From an optimization exercise on the open Yosys and OpenROAD flow, aimed at small area; shortcuts taken in it are not production practice.
In this exercise RTL edits were held to simulation tests only and were not proved equivalent to the original.
Power is estimated from default activity; no workload was simulated.

v31:
## DevelopmentBoard
module DevelopmentBoard(
    input wire clk,
    input wire reset, B2, B3, B4, B5,
    output wire h_sync, v_sync,
    output wire [15:0] rgb
);
For scale: about 1,000 cells after synthesis, roughly 24 I/O pins, about 7300 sq um of cells after synthesis.
Settings: LEC_CHECK=0, CAP_MARGIN=20, CORE_MARGIN=2, CORE_UTILIZATION=65, CTS_BUF_LIST=sky130_fd_sc_hd__clkbuf_8, SLEW_MARGIN=20; clock period 8.0 ns.
standard.sh (not shown) runs the stock make flow with config.mk's settings and CLKGATE_MAP_FILE= SYNTH_SCRIPT=/design/flow/synth_recipe.tcl, a recipe that flattens the netlist after the stock synthesis.
==> flow/flow/run.sh <==
#!/bin/bash
# Own layout flow: the standard synthesis, then its combinational logic re-mapped for
# area (flip-flops untouched, same cells and names), then the standard layout steps.
set -euo pipefail
W=$(pwd)
F=$W/flow
R=$W/orfs/results/$FLOW_PLATFORM/DevelopmentBoard/base
LIB=$FLOW_HOME/platforms/$FLOW_PLATFORM/lib/sky130_fd_sc_hd__tt_025C_1v80.lib
DS_TIME=${DS_TIME:-120}
MAP='&put\ndch\namap -A 10 -F 4 -C 1000\ntopo\n'
PRE_A='strash\n'
PRE_B='strash\ndc2\nbalance\nrewrite -z\nrefactor -z\ndc2\n'
PRE_D='strash\n&get -n\n&synch2\n&put\nstrash\n'
PRE_E='strash\nif -K 6\nstrash\ndc2\n'

bash standard.sh synth > $W/log_1_standard_synth.txt 2>&1
cp $R/1_2_yosys.v $W/std_1_2_yosys.v

# one area re-mapping: reopt TAG INPUT PRESCRIPT SEED
reopt() {
  printf "$3&get -n\n&deepsyn -T $DS_TIME -S $4\n$MAP" > $W/reopt_$1.abc
  REOPT_LIB=$LIB REOPT_IN=$2 REOPT_OUT=$W/reopt_out_$1.v REOPT_ABC=$W/reopt_$1.abc REOPT_TAG=$1 \
      yosys -c $F/reopt.tcl > $W/log_3_reopt_$1.txt 2>&1 || true
}
best=""
best_area=""
pick() {
  for t in "$@"; do
    [[ -f $W/reopt_stat_out_$t.txt && -f $W/reopt_out_$t.v ]] || continue
    a=$(grep "Chip area" $W/reopt_stat_out_$t.txt | awk '{print $NF}')
    echo "run $t area $a" >> $W/log_3_reopt_summary.txt
    if [[ -z "$best" ]] || awk "BEGIN{exit !($a < $best_area)}"; then best=$t; best_area=$a; fi
  done
}

# stage 1: from the standard synthesis, four starting structures and seeds in parallel
python3 $F/comb2gen.py $LIB $W/std_1_2_yosys.v $W/reopt_in.v > $W/log_2_comb2gen.txt 2>&1
reopt s1b $W/reopt_in.v "$PRE_B" 1 &
reopt s1e $W/reopt_in.v "$PRE_E" 1 &
reopt s1f $W/reopt_in.v "$PRE_B" 2 &
reopt s1g $W/reopt_in.v "$PRE_E" 2 &
wait
pick s1b s1e s1f s1g

for st in 2 3; do
  python3 $F/comb2gen.py $LIB $W/reopt_out_$best.v $W/reopt_in$st.v > $W/log_2_comb2gen_$st.txt 2>&1
  reopt s${st}a $W/reopt_in$st.v "$PRE_A" $((st + 1)) &
  reopt s${st}b $W/reopt_in$st.v "$PRE_B" $((st + 1)) &
  reopt s${st}d $W/reopt_in$st.v "$PRE_D" $((st + 1)) &
  reopt s${st}e $W/reopt_in$st.v "$PRE_E" $((st + 1)) &
  wait
  pick s${st}a s${st}b s${st}d s${st}e
done
echo "chosen $best" >> $W/log_3_reopt_summary.txt

cp $W/reopt_out_$best.v $R/1_2_yosys.v
rm -f $R/1_synth.odb $R/1_synth.sdc
bash standard.sh finish BUFFER_PORTS_ARGS="-buffer_cell sky130_fd_sc_hd__buf_1" > $W/log_4_standard_finish.txt 2>&1
==> flow/flow/reopt.tcl <==
# Re-map the combinational logic of the standard synthesis for area.
# The flip-flops of the standard synthesis stay as they are (same cells and names).
# env: REOPT_LIB, REOPT_IN, REOPT_OUT, REOPT_ABC (abc script), REOPT_TAG (stat file names)
set lib $::env(REOPT_LIB)
set tag $::env(REOPT_TAG)
set dont_use {probe_p_8 probec_p_8 lpflow_bleeder_1 lpflow_clkbufkapwr_1 lpflow_clkbufkapwr_16
  lpflow_clkbufkapwr_2 lpflow_clkbufkapwr_4 lpflow_clkbufkapwr_8 lpflow_clkinvkapwr_1
  lpflow_clkinvkapwr_16 lpflow_clkinvkapwr_2 lpflow_clkinvkapwr_4 lpflow_clkinvkapwr_8
  lpflow_decapkapwr_12 lpflow_decapkapwr_3 lpflow_decapkapwr_4 lpflow_decapkapwr_6
  lpflow_decapkapwr_8 lpflow_inputiso0n_1 lpflow_inputiso0p_1 lpflow_inputiso1n_1
  lpflow_inputiso1p_1 lpflow_inputisolatch_1 lpflow_isobufsrc_1 lpflow_isobufsrc_16
  lpflow_isobufsrc_2 lpflow_isobufsrc_4 lpflow_isobufsrc_8 lpflow_isobufsrckapwr_16
  lpflow_lsbuf_lh_hl_isowell_tap_1 lpflow_lsbuf_lh_hl_isowell_tap_2
  lpflow_lsbuf_lh_hl_isowell_tap_4 lpflow_lsbuf_lh_isowell_4 lpflow_lsbuf_lh_isowell_tap_1
  lpflow_lsbuf_lh_isowell_tap_2 lpflow_lsbuf_lh_isowell_tap_4}
set du_args {}
foreach c $dont_use { lappend du_args -dont_use sky130_fd_sc_hd__$c }

yosys read_liberty -lib $lib
yosys read_verilog -defer $::env(REOPT_IN)
yosys hierarchy -check -top DevelopmentBoard
yosys proc
yosys opt_clean
yosys techmap
yosys opt -fast
yosys tee -o reopt_stat_in_$tag.txt stat -liberty $lib
yosys abc -liberty $lib {*}$du_args -script $::env(REOPT_ABC)
yosys opt_clean -purge
yosys splitnets
yosys opt_clean -purge
yosys hilomap -singleton -hicell sky130_fd_sc_hd__conb_1 HI -locell sky130_fd_sc_hd__conb_1 LO
yosys insbuf -buf sky130_fd_sc_hd__buf_4 A X
yosys check -assert
yosys tee -o reopt_stat_out_$tag.txt stat -liberty $lib
yosys write_verilog -noattr -nohex -nodec $::env(REOPT_OUT)
Other scripts of this flow, unchanged in this note and not shown: flow/flow/comb2gen.py
v31 closes out successfully: all stages finished, all timing, DRC and antenna checks passed.
[inputs] v8 vs v31
==> flow/flow/run.sh <==
#!/bin/bash
# Own layout flow: the standard synthesis, then its combinational logic re-mapped for
# area (flip-flops untouched, same cells and names), then the standard layout steps.
set -euo pipefail
W=$(pwd)
F=$W/flow
R=$W/orfs/results/$FLOW_PLATFORM/DevelopmentBoard/base
LIB=$FLOW_HOME/platforms/$FLOW_PLATFORM/lib/sky130_fd_sc_hd__tt_025C_1v80.lib
DS_TIME=${DS_TIME:-300}

bash standard.sh synth > $W/log_1_standard_synth.txt 2>&1
cp $R/1_2_yosys.v $W/std_1_2_yosys.v

python3 $F/comb2gen.py $LIB $W/std_1_2_yosys.v $W/reopt_in.v > $W/log_2_comb2gen.txt 2>&1

# several area re-mappings in parallel (deepsyn with different seeds); keep the smallest
for s in 1 2 3; do
  printf 'strash\n&get -n\n&deepsyn -T %s -S %s\n&put\ndch\namap -A 10 -F 4 -C 1000\ntopo\n' $DS_TIME $s > $W/reopt_$s.abc
  REOPT_LIB=$LIB REOPT_IN=$W/reopt_in.v REOPT_OUT=$W/reopt_out_$s.v REOPT_ABC=$W/reopt_$s.abc REOPT_TAG=$s \
      yosys -c $F/reopt.tcl > $W/log_3_reopt_$s.txt 2>&1 &
done
wait
best=""
best_area=""
for s in 1 2 3; do
  a=$(grep "Chip area" $W/reopt_stat_out_$s.txt | awk '{print $NF}')
  echo "seed $s area $a" >> $W/log_3_reopt_summary.txt
  if [[ -z "$best" ]] || awk "BEGIN{exit !($a < $best_area)}"; then best=$s; best_area=$a; fi
done
echo "chosen seed $best" >> $W/log_3_reopt_summary.txt

cp $W/reopt_out_$best.v $R/1_2_yosys.v
rm -f $R/1_synth.odb $R/1_synth.sdc
bash standard.sh finish BUFFER_PORTS_ARGS="-buffer_cell sky130_fd_sc_hd__buf_1" > $W/log_4_standard_finish.txt 2>&1
==> notes.md <==
v8 finished every step from synthesis to the final layout, and the layout passed the timing, DRC and antenna checks. Setup slack on the worst flop-to-flop path | v8 above v31. Relative to v31, the wire length of the first global-routing pass measured on v8 has decreased by a few percent. The design area reported for v8 is greater than that of v31 by 0.50%. Run comparison: v8 slowest library cell on the worst path sky130_fd_sc_hd__o22ai_1; v31 slowest library cell on the worst path sky130_fd_sc_hd__dfrtp_1. Global-route usage: higher on v31. On v8: fraction of power consumed by combinational cells is 1.3 points lower than what v31 gave.

## static timing again, ports no longer ideal
No port has a modelled driver above. Below, the same layouts with a new extraction and two added sets of constraints.
Step 1 (the two cells are an assumption about what drives the block):
set clk [get_ports {clk}]
set_driving_cell -lib_cell sky130_fd_sc_hd__clkbuf_16 $clk
set_driving_cell -lib_cell sky130_fd_sc_hd__buf_2 [delete_from_list [all_inputs] $clk]
Step 2 moves the port delays by t, midway between the first and last clock arrival at a register: inputs arrive t later, outputs are due t later. That takes back most of the time a late clock gives input paths.
Three values: no drivers, after step 1, after step 2; two values: the first two.
run	shift t [ns]	setup WS [ns]	hold slack, ns	clock arrival spread, ns
v31	0.421	1.132 / 1.132 / 1.132	0.363 / 0.363 / 0.363	0.017 / 0.017
v8	0.414	1.500 / 1.500 / 1.500	0.362 / 0.362 / 0.362	0.029 / 0.029
After both steps setup and hold are still met in every run listed.
